Source: an optimization exercise on an open RTL-to-GDS flow (aim: small area). Production flows keep margins and buffers that such runs may drop.
The RTL was checked by simulation tests, not by an equivalence proof against the original design.
Power and IR drop assume default switching activity.

[design.v]
module seven_segment (
	input en,
	input [3:0]i,
	output reg [6:0]o
);
always@(*)
	begin
		if (en)
			begin
				case (i)
					4'b0000: o = 7'b0000001;
					4'b0001: o = 7'b1001111;
					4'b0010: o = 7'b0010010;
					4'b0011: o = 7'b0000110;
					4'b0100: o = 7'b1001100;
					4'b0101: o = 7'b0100100;
					4'b0110: o = 7'b0100000;
					4'b0111: o = 7'b0001111;
					4'b1000: o = 7'b0000000;
					4'b1001: o = 7'b0000100;
					default: o = 7'b1111111;
				endcase
			end
		else
			begin
				o = 7'b1111111;
			end
	end
endmodule 
module seg7_act_val (
	input [11:0]val_p,
	input [11:0]val_i,
	input [11:0]val_d,
	input [15:0]val_c,
	input [3:0]ui_select,
	output reg [6:0]k_active,
	output reg [6:0]k_equals,
	output [6:0]seg7_thousands,
	output [6:0]seg7_hundreds,
	output [6:0]seg7_tens,
	output [6:0]seg7_ones
);
reg [3:0]res_thousands;
reg [3:0]res_hundreds;
reg [3:0]res_tens;
reg [3:0]res_ones;
reg disp_vals;
always @(*)
	begin
		case (ui_select)
			4'b1000:
				begin
					res_thousands = val_c / 1000;
					res_hundreds = (val_c / 100) % 10;
					res_tens = (val_c / 10) % 10;
					res_ones = val_c % 10;
					k_active = 7'b0110001;
					k_equals = 7'b1110110;
					disp_vals = 1'b1;
				end
			4'b0100:
				begin
					res_thousands = 4'd0;
					res_hundreds = val_p / 100;
					res_tens = (val_p / 10) % 10;
					res_ones = val_p % 10;
					k_active = 7'b0011000;
					k_equals = 7'b1110110;
					disp_vals = 1'b1;
				end
			4'b0010:
				begin
					res_thousands = 4'd0;
					res_hundreds = val_i / 100;
					res_tens = (val_i / 10) % 10;
					res_ones = val_i % 10;
					k_active = 7'b1111001;
					k_equals = 7'b1110110;
					disp_vals = 1'b1;
				end
			4'b0001:
				begin
					res_thousands = 4'd0;
					res_hundreds = val_d / 100;
					res_tens = (val_d / 10) % 10;
					res_ones = val_d % 10;
					k_active = 7'b1000010;
					k_equals = 7'b1110110;
					disp_vals = 1'b1;
				end
			default:
				begin
					res_thousands = 4'd0;
					res_hundreds = 4'd0;
					res_tens = 4'd0;
					res_ones = 4'd0;
					k_active = 7'b1111111;
					k_equals = 7'b1111111;
					disp_vals = 1'b0;
				end
		endcase
	end
seven_segment thousands(disp_vals, res_thousands, seg7_thousands);
seven_segment hundreds(disp_vals, res_hundreds, seg7_hundreds);
seven_segment tens(disp_vals, res_tens, seg7_tens);
seven_segment ones(disp_vals, res_ones, seg7_ones);
endmodule 
module decimal_val(
	input [11:0]val,
	output reg [7:0]ascii_hundreds,
	output reg [7:0]ascii_tens,
	output reg [7:0]ascii_ones
);
reg [3:0]dec_hundreds;
reg [3:0]dec_tens;
reg [3:0]dec_ones;
always @(*)
	begin
		dec_hundreds = val / 100;
		dec_tens = (val / 10) % 10;
		dec_ones = val % 10;
		case (dec_hundreds)
			4'd0:
				begin
					ascii_hundreds = 8'd48;
				end
			4'd1:
				begin
					ascii_hundreds = 8'd49;
				end
			4'd2:
				begin
					ascii_hundreds = 8'd50;
				end
			4'd3:
				begin
					ascii_hundreds = 8'd51;
				end
			4'd4:
				begin
					ascii_hundreds = 8'd52;
				end
			4'd5:
				begin
					ascii_hundreds = 8'd53;
				end
			4'd6:
				begin
					ascii_hundreds = 8'd54;
				end
			4'd7:
				begin
					ascii_hundreds = 8'd55;
				end
			4'd8:
				begin
					ascii_hundreds = 8'd56;
				end
			4'd9:
				begin
					ascii_hundreds = 8'd57;
				end
			default:
				begin
					ascii_hundreds = 8'd3;
				end
		endcase
		case (dec_tens)
			4'd0:
				begin
					ascii_tens = 8'd48;
				end
			4'd1:
				begin
					ascii_tens = 8'd49;
				end
			4'd2:
				begin
					ascii_tens = 8'd50;
				end
			4'd3:
				begin
					ascii_tens = 8'd51;
				end
			4'd4:
				begin
					ascii_tens = 8'd52;
				end
			4'd5:
				begin
					ascii_tens = 8'd53;
				end
			4'd6:
				begin
					ascii_tens = 8'd54;
				end
			4'd7:
				begin
					ascii_tens = 8'd55;
				end
			4'd8:
				begin
					ascii_tens = 8'd56;
				end
			4'd9:
				begin
					ascii_tens = 8'd57;
				end
			default:
				begin
					ascii_tens = 8'd3;
				end
		endcase
		case (dec_ones)
			4'd0:
				begin
					ascii_ones = 8'd48;
				end
			4'd1:
				begin
					ascii_ones = 8'd49;
				end
			4'd2:
				begin
					ascii_ones = 8'd50;
				end
			4'd3:
				begin
					ascii_ones = 8'd51;
				end
			4'd4:
				begin
					ascii_ones = 8'd52;
				end
			4'd5:
				begin
					ascii_ones = 8'd53;
				end
			4'd6:
				begin
					ascii_ones = 8'd54;
				end
			4'd7:
				begin
					ascii_ones = 8'd55;
				end
			4'd8:
				begin
					ascii_ones = 8'd56;
				end
			4'd9:
				begin
					ascii_ones = 8'd57;
				end
			default:
				begin
					ascii_ones = 8'd3;
				end
		endcase
	end
endmodule 
module velocity_decimal_val(
	input signed [15:0]val,
	output reg [7:0]ascii_thousands,
	output reg [7:0]ascii_hundreds,
	output reg [7:0]ascii_tens,
	output reg [7:0]ascii_ones
);
reg [3:0]dec_thousands;
reg [3:0]dec_hundreds;
reg [3:0]dec_tens;
reg [3:0]dec_ones;
always @(*)
	begin
		dec_thousands = val / 1000;
		dec_hundreds = (val / 100) % 10;
		dec_tens = (val / 10) % 10;
		dec_ones = val % 10;
		case (dec_thousands)
			4'd0:
				begin
					ascii_thousands = 8'd48;
				end
			4'd1:
				begin
					ascii_thousands = 8'd49;
				end
			4'd2:
				begin
					ascii_thousands = 8'd50;
				end
			4'd3:
				begin
					ascii_thousands = 8'd51;
				end
			4'd4:
				begin
					ascii_thousands = 8'd52;
				end
			4'd5:
				begin
					ascii_thousands = 8'd53;
				end
			4'd6:
				begin
					ascii_thousands = 8'd54;
				end
			4'd7:
				begin
					ascii_thousands = 8'd55;
				end
			4'd8:
				begin
					ascii_thousands = 8'd56;
				end
			4'd9:
				begin
					ascii_thousands = 8'd57;
				end
			default:
				begin
					ascii_thousands = 8'd3;
				end
		endcase
		case (dec_hundreds)
			4'd0:
				begin
					ascii_hundreds = 8'd48;
				end
			4'd1:
				begin
					ascii_hundreds = 8'd49;
				end
			4'd2:
				begin
					ascii_hundreds = 8'd50;
				end
			4'd3:
				begin
					ascii_hundreds = 8'd51;
				end
			4'd4:
				begin
					ascii_hundreds = 8'd52;
				end
			4'd5:
				begin
					ascii_hundreds = 8'd53;
				end
			4'd6:
				begin
					ascii_hundreds = 8'd54;
				end
			4'd7:
				begin
					ascii_hundreds = 8'd55;
				end
			4'd8:
				begin
					ascii_hundreds = 8'd56;
				end
			4'd9:
				begin
					ascii_hundreds = 8'd57;
				end
			default:
				begin
					ascii_hundreds = 8'd3;
				end
		endcase
		case (dec_tens)
			4'd0:
				begin
					ascii_tens = 8'd48;
				end
			4'd1:
				begin
					ascii_tens = 8'd49;
				end
			4'd2:
				begin
					ascii_tens = 8'd50;
				end
			4'd3:
				begin
					ascii_tens = 8'd51;
				end
			4'd4:
				begin
					ascii_tens = 8'd52;
				end
			4'd5:
				begin
					ascii_tens = 8'd53;
				end
			4'd6:
				begin
					ascii_tens = 8'd54;
				end
			4'd7:
				begin
					ascii_tens = 8'd55;
				end
			4'd8:
				begin
					ascii_tens = 8'd56;
				end
			4'd9:
				begin
					ascii_tens = 8'd57;
				end
			default:
				begin
					ascii_tens = 8'd3;
				end
		endcase
		case (dec_ones)
			4'd0:
				begin
					ascii_ones = 8'd48;
				end
			4'd1:
				begin
					ascii_ones = 8'd49;
				end
			4'd2:
				begin
					ascii_ones = 8'd50;
				end
			4'd3:
				begin
					ascii_ones = 8'd51;
				end
			4'd4:
				begin
					ascii_ones = 8'd52;
				end
			4'd5:
				begin
					ascii_ones = 8'd53;
				end
			4'd6:
				begin
					ascii_ones = 8'd54;
				end
			4'd7:
				begin
					ascii_ones = 8'd55;
				end
			4'd8:
				begin
					ascii_ones = 8'd56;
				end
			4'd9:
				begin
					ascii_ones = 8'd57;
				end
			default:
				begin
					ascii_ones = 8'd3;
				end
		endcase
	end
endmodule 
module motor_rpm_count(
	input clk,
	input res,
	input motor_rot_pulse,
	output wire [15:0]rpm_output
);
reg [31:0]pulse_count;
always @(posedge clk)
	begin
		if (res == 1'b0)
			begin
				pulse_count <= 32'd0;
			end
		else if (pulse_count == 31'd0)
			begin
				pulse_count <= 31'd2_000 - 1;
			end
		else
			begin
				pulse_count <= pulse_count - 1;
			end
	end
reg last_scan_value;
always @(posedge clk)
	begin
		if (res == 1'b0)
			last_scan_value <= 1'b0;
		else
			last_scan_value <= motor_rot_pulse;
	end
reg [15:0]pulse_count_qty;
reg [15:0]output_count_qty;
always @(posedge clk)
	begin
		if (res == 1'b0)
			begin
				output_count_qty <= 16'd0;
				pulse_count_qty <= 16'd0;
			end
		else if (pulse_count == 0)
			begin
				output_count_qty <= pulse_count_qty;
				pulse_count_qty <= 0;
			end
		else if (~last_scan_value && motor_rot_pulse)
			begin
				pulse_count_qty <= pulse_count_qty + 1;
			end
	end
assign rpm_output = output_count_qty;
endmodule 
module output_pwm_gen(
	input clk,
	input res,
	input [15:0]rpm_command,
	output pwm
);
reg [31:0]counter;
always @(posedge clk)
	begin
		if (res == 1'b0)
			begin
				counter <= 0;
			end
		else if (counter < 50000)
			begin
				counter <= counter + 1;
			end
		else
			begin
				counter <= 0;
			end
	end
assign pwm = (counter < (rpm_command * 5)) ? 1 : 0;
endmodule
module lcd(
	input clk,
	input rst_n,
	input step,
	input res,
	input [71:0]k_params,
	input [63:0]v_params,
	output reg lcd_rs,
	output lcd_rw,
	output lcd_en,
	output reg [7:0]lcd_data
);
parameter	INIT = 3'd0,
				LOAD = 3'd1,
				PUSH = 3'd2,
				IDLE = 3'd3;
reg [5:0] index;
reg [2:0]S;
always @(posedge clk) 
	begin
		if (!rst_n || !res) 
			begin
				index <= 0;
				S <= INIT;
			end
		else if (step)
			begin
				case (S)
					INIT: 
						begin
							index <= 0;
							S <= LOAD;
						end	
					LOAD: 
						begin
							if (index > 36)
								begin
									S <= IDLE;
								end
							else
								begin
									S <= PUSH;
								end							
						end
					PUSH: 
						begin
							index <= index + 1;
							S <= LOAD;
						end
					IDLE: 
						begin
							S <= IDLE;
						end
					default: 
						begin
							index <= 0;
							S <= INIT;
						end
				endcase
		end
	end
assign lcd_en = (S == PUSH);
assign lcd_rw = 0;
always @(*)
	begin
		case (index)
			0: {lcd_rs, lcd_data} = {1'b0, 8'b0011_1000};		 
			1: {lcd_rs, lcd_data} = {1'b0, 8'b0000_0110};		 
			2: {lcd_rs, lcd_data} = {1'b0, 8'b0000_0001};		 
			3: {lcd_rs, lcd_data} = {1'b1,  "K"};
			4: {lcd_rs, lcd_data} = {1'b1,  "p"};
			5: {lcd_rs, lcd_data} = {1'b1,  " "};
			6: {lcd_rs, lcd_data} = {1'b1,  " "};
			7: {lcd_rs, lcd_data} = {1'b1,  "K"};
			8: {lcd_rs, lcd_data} = {1'b1,  "i"};
			9: {lcd_rs, lcd_data} = {1'b1,  " "};
			10: {lcd_rs, lcd_data} = {1'b1,  " "};
			11: {lcd_rs, lcd_data} = {1'b1,  "K"};
			12: {lcd_rs, lcd_data} = {1'b1,  "d"};
			13: {lcd_rs, lcd_data} = {1'b1,  " "};
			14: {lcd_rs, lcd_data} = {1'b1,  " "};
			15: {lcd_rs, lcd_data} = {1'b1,  v_params[63:56]};
			16: {lcd_rs, lcd_data} = {1'b1,  v_params[55:48]};
			17: {lcd_rs, lcd_data} = {1'b1,  v_params[47:40]};
			18: {lcd_rs, lcd_data} = {1'b1,  v_params[39:32]};
			19: {lcd_rs, lcd_data} = {1'b0, 8'b1100_0000};		 
			20: {lcd_rs, lcd_data} = {1'b1,  k_params[71:64]};
			21: {lcd_rs, lcd_data} = {1'b1,  k_params[63:56]};
			22: {lcd_rs, lcd_data} = {1'b1,  k_params[55:48]};
			23: {lcd_rs, lcd_data} = {1'b1,  " "};
			24: {lcd_rs, lcd_data} = {1'b1,  k_params[47:40]};
			25: {lcd_rs, lcd_data} = {1'b1,  k_params[39:32]};
			26: {lcd_rs, lcd_data} = {1'b1,  k_params[31:24]};
			27: {lcd_rs, lcd_data} = {1'b1,  " "};
			28: {lcd_rs, lcd_data} = {1'b1,  k_params[23:16]};
			29: {lcd_rs, lcd_data} = {1'b1,  k_params[15:8]};
			30: {lcd_rs, lcd_data} = {1'b1,  k_params[7:0]};
			31: {lcd_rs, lcd_data} = {1'b1,  " "};
			32: {lcd_rs, lcd_data} = {1'b1,  v_params[31:24]};
			33: {lcd_rs, lcd_data} = {1'b1,  v_params[23:16]};
			34: {lcd_rs, lcd_data} = {1'b1,  v_params[15:8]};
			35: {lcd_rs, lcd_data} = {1'b1,  v_params[7:0]};
			default: {lcd_rs, lcd_data} = {1'b0, 8'b1000_0000};		 
		endcase 
	end
endmodule 
module pid (
	input clk,
	input res,
	input c_active,
	input kp_active,
	input ki_active,
	input kd_active,
	input inc_up,
	input inc_dn,
	input motor_rot_pulse,
	output disp_rs,
	output disp_rw,
	output disp_en,
	output display_on,
	output [7:0]disp_data,
	output [6:0]seg7_k,
	output [6:0]seg7_eq,
	output [6:0]seg7_thousands,
	output [6:0]seg7_hundreds,
	output [6:0]seg7_tens,
	output [6:0]seg7_ones,
	output velocity_command_pulse,
	output [15:0]command_speed_out
);
reg signed [15:0]command_speed;					 
reg signed [15:0]prev_command_speed; 			 
reg signed [15:0]current_error;					 
reg signed [15:0]last_error;						 
reg signed [15:0]prior_error;						 
reg signed [15:0]user_control_speed;			 
reg signed [15:0]feedback_speed;					 
wire [15:0]motor_rpm_return;						 
reg [71:0]kval_to_lcd;
reg [63:0]velocity_to_lcd;
reg signed [11:0]k_p;
reg signed [11:0]k_i;
reg signed [11:0]k_d;
wire [7:0]p100;
wire [7:0]p10;
wire [7:0]p1;
wire [7:0]i100;
wire [7:0]i10;
wire [7:0]i1;
wire [7:0]d100;
wire [7:0]d10;
wire [7:0]d1;
wire [7:0]c1000;
wire [7:0]c100;
wire [7:0]c10;
wire [7:0]c1;
wire [7:0]s1000;
wire [7:0]s100;
wire [7:0]s10;
wire [7:0]s1;
reg signed [15:0]k_1;
reg signed [15:0]k_2;
reg signed [15:0]k_3;
reg [3:0]active_ui_control;
reg [3:0]ui_clock_counter;
reg [15:0]lcd_clock_counter;
reg [31:0]lcd_reset_counter;
reg ui_clock_pulse;
reg lcd_clock_pulse;
reg lcd_reset_pulse;
wire ui_tick = (ui_clock_counter == 4'b1111) && !ui_clock_pulse;
wire lcd_tick = (lcd_clock_counter == 16'd4) && !lcd_clock_pulse;
 assign command_speed_out = command_speed;
 assign display_on = 1'b1;
 always @(posedge clk)
 	begin
		if (res == 1'b0)
			begin
				k_1 <= 16'd0;
				k_2 <= 16'd0;
				k_3 <= 16'd0;
			end
		else
			begin
 				k_1 <= k_p + k_i + k_d;
 				k_2 <= -k_p - (2 * k_d);
 				k_3 <= k_d; 
			end
 	end
always @(posedge clk)
	begin
		if (res == 1'b0)
			begin
				prev_command_speed <= 16'd0;
				current_error <= 16'd0;
				last_error <= 16'd0;
				prior_error <= 16'd0;
				command_speed <= 16'd0;
			end
		else
			begin
				prev_command_speed <= command_speed;
				prior_error <= last_error;
				last_error <= current_error;
				current_error <= user_control_speed - feedback_speed;
				command_speed <= prev_command_speed + (((k_1 * current_error) + (k_2 * last_error) + (k_3 * prior_error)) / 10000);
			end
	end
always @(posedge clk)
	begin
	if (res == 1'b0)
		begin
			active_ui_control <= 4'b0000;
			k_p <= 12'd0;
			k_i <= 12'd0;
			k_d <= 12'd0;
			user_control_speed <= 16'd1000;
			kval_to_lcd <= 72'd0;
			velocity_to_lcd <= 64'd0;
		end
	else if (ui_tick)
		begin
		active_ui_control<= {c_active, kp_active, ki_active, kd_active};
		case (active_ui_control)
		4'b1000:
			begin
				if (~inc_up && inc_dn && user_control_speed < 16'd9999)
					begin
						user_control_speed <= user_control_speed + 1'b1;
					end
				else if (~inc_up && inc_dn && user_control_speed == 16'd9999)
					begin
						user_control_speed <= 16'd0;
					end
				else if (inc_up && ~inc_dn && user_control_speed > 16'd0)
					begin
						user_control_speed <= user_control_speed - 1'b1;
					end
				else if (inc_up && ~inc_dn && user_control_speed == 16'd0)
					begin
						user_control_speed <= 16'd9999;
					end
				else
					begin
						user_control_speed <= user_control_speed;
					end
			end
		4'b0100:
			begin
				if (~inc_up && inc_dn && k_p < 12'd999)
					begin
						k_p <= k_p + 1'b1;
					end
				else if (~inc_up && inc_dn && k_p == 12'd999)
					begin
						k_p <= 12'd0;
					end
				else if (inc_up && ~inc_dn && k_p > 12'd0)
					begin
						k_p <= k_p - 1'b1;
					end
				else if (inc_up && ~inc_dn && k_p == 12'd0)
					begin
						k_p <= 12'd999;
					end
				else
					begin
						k_p <= k_p;
					end
			end
		4'b0010:
			begin
				if (~inc_up && inc_dn && k_i < 12'd999)
					begin
						k_i <= k_i + 1'b1;
					end
				else if (~inc_up && inc_dn && k_i == 12'd999)
					begin
						k_i <= 12'd0;
					end
				else if (inc_up && ~inc_dn && k_i > 12'd0)
					begin
						k_i <= k_i - 1'b1;
					end
				else if (inc_up && ~inc_dn && k_i == 12'd0)
					begin
						k_i <= 12'd999;
					end
				else
					begin
						k_i <= k_i;
					end
			end
		4'b0001:
			begin
				if (~inc_up && inc_dn && k_d < 12'd999)
					begin
						k_d <= k_d + 1'b1;
					end
				else if (~inc_up && inc_dn && k_d == 12'd999)
					begin
						k_d <= 12'd0;
					end
				else if (inc_up && ~inc_dn && k_d > 12'd0)
					begin
						k_d <= k_d - 1'b1;
					end
				else if (inc_up && ~inc_dn && k_d == 12'd0)
					begin
						k_d <= 12'd999;
					end
				else
					begin
						k_d <= k_d;
					end
			end
		default:
			begin
				k_p <= k_p;
				k_i <= k_i;
				k_d <= k_d;
				user_control_speed <= user_control_speed;
			end
		endcase
		kval_to_lcd <= {p100, p10, p1, i100, i10, i1, d100, d10, d1};
		velocity_to_lcd <= {c1000, c100, c10, c1, s1000, s100, s10, s1};
		end
	end
decimal_val kp_ascii(k_p, p100, p10, p1);
decimal_val ki_ascii(k_i, i100, i10, i1);
decimal_val kd_ascii(k_d, d100, d10, d1);
velocity_decimal_val comm_ascii(command_speed, c1000, c100, c10, c1);
velocity_decimal_val sens_ascii(feedback_speed, s1000, s100, s10, s1);
always @(posedge clk)
	begin
		ui_clock_counter <= ui_clock_counter + 1'b1;
		if (res == 1'b0)
			begin
				ui_clock_counter <= 4'd0;
				ui_clock_pulse <= 1'b0;
			end
		else if (ui_clock_counter == 4'b1111)
			begin
				ui_clock_counter <= 4'd0;
				ui_clock_pulse <= ~ui_clock_pulse;
			end
	end
always @(posedge clk)
	begin
		lcd_clock_counter <= lcd_clock_counter + 1'b1;
		if (res == 1'b0)
			begin
				lcd_clock_counter <= 16'd0;
				lcd_clock_pulse <= 1'b0;
			end
		else if (lcd_clock_counter == 16'd4)
			begin
				lcd_clock_counter <= 0;
				lcd_clock_pulse <= ~lcd_clock_pulse;
			end
	end
always @(posedge clk)
	begin
		if (res == 1'b0)
			begin
				lcd_reset_counter <= 32'd0;
				lcd_reset_pulse <= 1'b0;
			end
		else if (lcd_reset_counter == 32'd0)
			begin
				lcd_reset_counter <= 32'd1_000;
				lcd_reset_pulse <= ~lcd_reset_pulse;
			end
		else 
			begin
				lcd_reset_counter <= lcd_reset_counter - 1'b1;
			end
	end
motor_rpm_count count_pulse(clk, res, motor_rot_pulse, motor_rpm_return);
always @(*)
	begin
		feedback_speed <= motor_rpm_return;
	end
output_pwm_gen out_pulse(clk, res, command_speed, velocity_command_pulse);
seg7_act_val kval_disp(k_p, k_i, k_d, user_control_speed, active_ui_control, seg7_k, seg7_eq, seg7_thousands, seg7_hundreds, seg7_tens, seg7_ones);
lcd lcd(clk, res, lcd_tick, lcd_reset_pulse, kval_to_lcd, velocity_to_lcd, disp_rs, disp_rw, disp_en, disp_data);
endmodule 
[run.sh]
#!/bin/bash
# synth_recipe.tcl (not shown) runs the flow's synth.tcl, then flattens the netlist and writes it again
# the make line also repeats each setting of config.mk as NAME=value (left out here)
make -C /OpenROAD-flow-scripts/flow DESIGN_CONFIG=/design/flow/config.mk WORK_HOME=/design/flow/orfs CLKGATE_MAP_FILE= SYNTH_SCRIPT=/design/flow/synth_recipe.tcl finish
[config.mk]
export PLATFORM = sky130hd
export DESIGN_NAME = pid
export DESIGN_NICKNAME = pid
export VERILOG_FILES = /design/flow/design.v
export SDC_FILE = /design/flow/constraint.sdc
export NUM_CORES = 4
export LEC_CHECK = 0
export CAP_MARGIN = 20
export CORE_MARGIN = 2
export CORE_UTILIZATION = 40
export SLEW_MARGIN = 20
[constraint.sdc]
create_clock -name core_clock -period 60.0 [get_ports {clk}]
set_input_delay 12.0000 -clock core_clock [delete_from_list [all_inputs] [get_ports {clk}]]
set_output_delay 12.0000 -clock core_clock [all_outputs]
set_load 0.01 [all_outputs]
==> results.txt <==
-- kinds of logic (layout without fill, tap and decap cells) --
| kind of cell | count (synthesis) | after routing | synth area share (%) |
|---|---|---|---|
| multiplexers | 147 | 147 | 1.93 |
| adder cells (fa/ha/maj) | 1266 | 1266 | 27.3 |
| buffers and inverters | 1551 | 1343 | 7.37 |
| AO/OA/AOI/OAI | 2590 | 2590 | 21.2 |
| AND/OR/NAND/NOR | 3885 | 3885 | 23.1 |
| flip-flops | 423 | 423 | 10.6 |
| XOR/XNOR | 776 | 776 | 8.53 |
| other | 2 | 25 | 0.00939 |
-- per-stage QoR --
step / hold WS [ns] / cell area (um2)
after detailed placement: 0.434 / 83100
after global placement: 0.418 / 83100
after CTS: 0.442 / 85000
final: 0.442 / 85100
after floorplan: 0.407 / 80100
after global routing: 0.466 / 85100
-- worst max path at each step --
stage | slack (ns) | cells after the start | startpoint | to
5_1_grt | 22.92 | 65 | user_control_speed[14] | seg7_tens[6]
2_1_floorplan | 30.71 | 68 | user_control_speed[14] | seg7_tens[2]
3_5_place_dp | 25.68 | 64 | user_control_speed[14] | seg7_tens[0]
6_report | 25.07 | 65 | user_control_speed[14] | seg7_tens[6]
4_1_cts | 24.77 | 64 | user_control_speed[14] | seg7_tens[0]
3_3_place_gp | 26.08 | 64 | user_control_speed[14] | seg7_tens[0]
-- worst max-delay path: cells and delay by family (launching register included) --
family / cells / cell delay (ns)
compound gates: 21 / 7.22
xor+xnor: 4 / 0.66
fa+ha+maj: 5 / 2.03
buf+inv: 4 / 1.33
flops: 1 / 0.85
mux: 4 / 0.94
simple gates: 27 / 9.14
-- sequential cells by signal, indices dropped and copies added, names as in the netlist, 6 cells and up --
signal                        count
k_d                              12
k_p                              12
user_control_speed               16
k_2                              16
count_pulse.pulse_count          32
k_3                              12
k_i                              12
lcd.index                         6
out_pulse.counter                32
k_1                              14
kval_to_lcd                      45
last_error                       16
prior_error                      16
prev_command_speed               16
velocity_to_lcd                  40
current_error                    16
count_pulse.pulse_count_qty      16
lcd_reset_counter                32
lcd_clock_counter                16
command_speed                    16
count_pulse.output_count_qty     16
-- final cells by class --
cell class                      count  share of cell area, %
Antenna cell                        2                0.00588
Clock buffer                       67                   1.73
Clock inverter                     33                  0.531
Inverter                         1046                   4.62
Multi-Input combinational cell   8687                   77.3
Sequential cell                   423                   9.95
Tap cell                         2656                   3.90
Timing Repair Buffer              197                   1.94
-- power groups by stage --
| stage | sequential (mW) | clock [mW] | combinational (mW) |
|---|---|---|---|
| 2_1_floorplan | 0.320 | 0 | 0.0844 |
| 3_5_place_dp | 0.328 | 0 | 0.101 |
| 6_report | 0.322 | 0.358 | 0.101 |
| 4_1_cts | 0.322 | 0.366 | 0.102 |
| 3_3_place_gp | 0.327 | 0 | 0.0975 |
| 5_1_grt | 0.325 | 0.375 | 0.115 |
-- metal layers --
metal	wire length (um)	GRT usage [%]	vias up
met5	0	0	-
met4	8080	7.37	0
met3	15500	3.02	386
met2	115000	39.3	2354
met1	111000	32.6	36869
li1	-	-	36156
-- cell usage in the layout, fill, tap and decap left out, drive strengths merged, types with 58 or more instances in the layout --
master         Yosys  layout
a211oi            98      98
a21o              84      84
a21oi            726     726
a22oi             59      59
a31oi            112     112
and2             356     356
and3              86      86
buf               56     123
clkbuf           449      70
clkdlybuf4s50      0      71
dfxtp            423     423
fa               818     818
ha               378     378
inv             1032    1041
maj3              70      70
mux2i            104     104
nand2           1188    1188
nand2b           146     146
nand3            254     254
nand4             81      81
nor2            1004    1004
nor2b             75      75
nor3             297     297
nor4              71      71
o211ai            90      90
o21a              58      58
o21ai            625     625
o22ai             88      88
o31ai             82      82
or2               73      73
or3               99      99
xnor2            578     578
xor2             198     198
==> flow_metrics.env <==
export IMPL_outcome="complete, no violations"
export IMPL_yosysSeqAreaShare_pct=10.6
export IMPL_power_mw=0.782
export IMPL_row_count=164
export IMPL_fp_dieW_um=451
export IMPL_drtIter0Drc=6295
export IMPL_setup_violations=0
export IMPL_crit_slowest_cell="dfxtp_1"
export IMPL_max_cap_viol_count=0
export IMPL_cts_made_buffers=54
export IMPL_r2r_cells=104
export IMPL_top_level_ports=80
export IMPL_drt_pass1_iter_count=7
export IMPL_syn_cell_area_mm2=0.0800
export IMPL_cp_common_cell="a21oi_1"
export IMPL_clk_pin_slew_worst_paths_ns=0.07
export IMPL_cts_max_path_buffers=3
export IMPL_slew_viol_final=0
export IMPL_relSlewSlack_pct=23.9
export IMPL_ys_types=137
export IMPL_post_cts_buffers=0
export IMPL_multi_input_area_mm2=0.0658
export IMPL_grt_first_pass_wirelength_um=402000
export IMPL_pwr_share_seq_pct=41.2
export IMPL_tightest_slew_ns=1.13
export IMPL_setup_tns_final_ns=0
export IMPL_clkPwrFrac_pct=45.8
export IMPL_pre_cts_ws_ns=25.68
export IMPL_crit_type="flip-flop to primary output"
export IMPL_clock_sinks=423
export IMPL_ctsHoldBuffers=0
export IMPL_die_h_um=451
export IMPL_clk_latency_ns=0.73
export IMPL_drc=0
export IMPL_r2r_end="command_speed[15]"
export IMPL_num_fill_cells=20067
export IMPL_synth_top_cells_by_count="nand2_1 (1187), inv_1 (1028), nor2_1 (1003), fa_1 (818), a21oi_1 (718)"
export IMPL_p_per_area_mw_per_mm2=9.18
export IMPL_hold_violations=0
export IMPL_synth_top_area_share_pct=20.5
export IMPL_power_switching_mw=0.234
export IMPL_syn2layout_area_growth_pct=6.40
export IMPL_worstSetupEndpointType="primary output"
export IMPL_worstHoldStart="lcd_reset_counter[0]"
export IMPL_coreArea_mm2=0.199
export IMPL_holdPathEnd="lcd_reset_counter[0]"
export IMPL_p_int_mw=0.547
export IMPL_worstPathArrival_ns=22.93
export IMPL_final_layout_size_suffix_gt1_share_pct=4.40
export IMPL_avgSynthCellArea_um2=7.52
export IMPL_routed_via_density=5.78
export IMPL_dp_cells=13004
export IMPL_worstReg2RegStart="k_2[15]"
export IMPL_period_minus_slack_ns=34.93
export IMPL_hold_class="flip-flop to flip-flop"
export IMPL_final_setup_skew_ns=0.114
export IMPL_synth_main_ff_cell="dfxtp_1"
export IMPL_grt_max_degree=83
export IMPL_antenna_found_initial=6
export IMPL_postCtsResizedCells=0
export IMPL_synth_seq_cells=423
export IMPL_ant_nets=0
export IMPL_wl_per_cell_um=19.1
export IMPL_cts_tree="yes"
export IMPL_port_buffers=72
export IMPL_path_max_fanout=25
export IMPL_overflow=0
export IMPL_startpoint_type="flip-flop"
export IMPL_fin_crit_sh_pct=58.2
export IMPL_swShare_pct=29.9
export IMPL_fmax_mhz=28.6
export IMPL_ir_worst_vdd_v=0.0000349
export IMPL_dieArea_mm2=0.204
export IMPL_whs_path_depth=1
export IMPL_rsz0062_at_grt="no"
export IMPL_grt_pass1_vias=73078
export IMPL_final_core_util_pct=42.7
export IMPL_num_vias=75765
export IMPL_seqCellArea_mm2=0.00847
export IMPL_finalNonFillerCells=13111
export IMPL_cts_htree_levels=2
export IMPL_fin_nets=11614
export IMPL_yosys_area_top_type="fa_1"
export IMPL_ys_warn_count=8
export IMPL_async_reset_ff_share_pct=0
export IMPL_worst_slack_ns=25.07
export IMPL_power_frac_comb_pct=12.9
export IMPL_synth_cells=10640
export IMPL_root_buffer="clkbuf_16"
export IMPL_synthMostInstantiatedCell="nand2_1"
export IMPL_finalWeightedCongestion=0.932
export IMPL_synth_edf_count=0
export IMPL_cp_required_ns=48.00
export IMPL_p_leak_nw=36.9
export IMPL_initial_core_util_pct=40.1
export IMPL_synth_area_leaders="fa_1 (20%), dfxtp_1 (11%), xnor2_1 (6.3%)"
export IMPL_wl_um=250000
export IMPL_regToRegSetupSlack_ns=25.86
export IMPL_grt_total_usage_pct=23.9
export IMPL_hpwl_um=198000
export IMPL_cp_slowest_stage_delay_ns=0.85

## re-timing with driven ports
Ports are ideal in the flow. The routed layout listed here was re-timed in OpenROAD.
Step 1: set_driving_cell puts a clkbuf_16 on clk and a buf_2 on each other input, an assumption about the parent block.
Step 2 moves the port delays by t, midway between the first and last clock arrival at a register: inputs arrive t later, outputs are due t later. That takes back most of the time a late clock gives input paths.
Three values: no drivers, after step 1, after step 2; two values: the first two.
shift t [ns]: 0.760
slack for setup (ns): 25.068 / 24.980 / 25.740
worst hold slack (ns): 0.442 / 0.442 / 0.442
worst setup path at the end: register to output
pins driven straight from the clock port: 1
After both steps this run still meets setup and hold. The setup slack of this run moves by -0.088 ns with the drivers and by +0.672 ns with both steps.
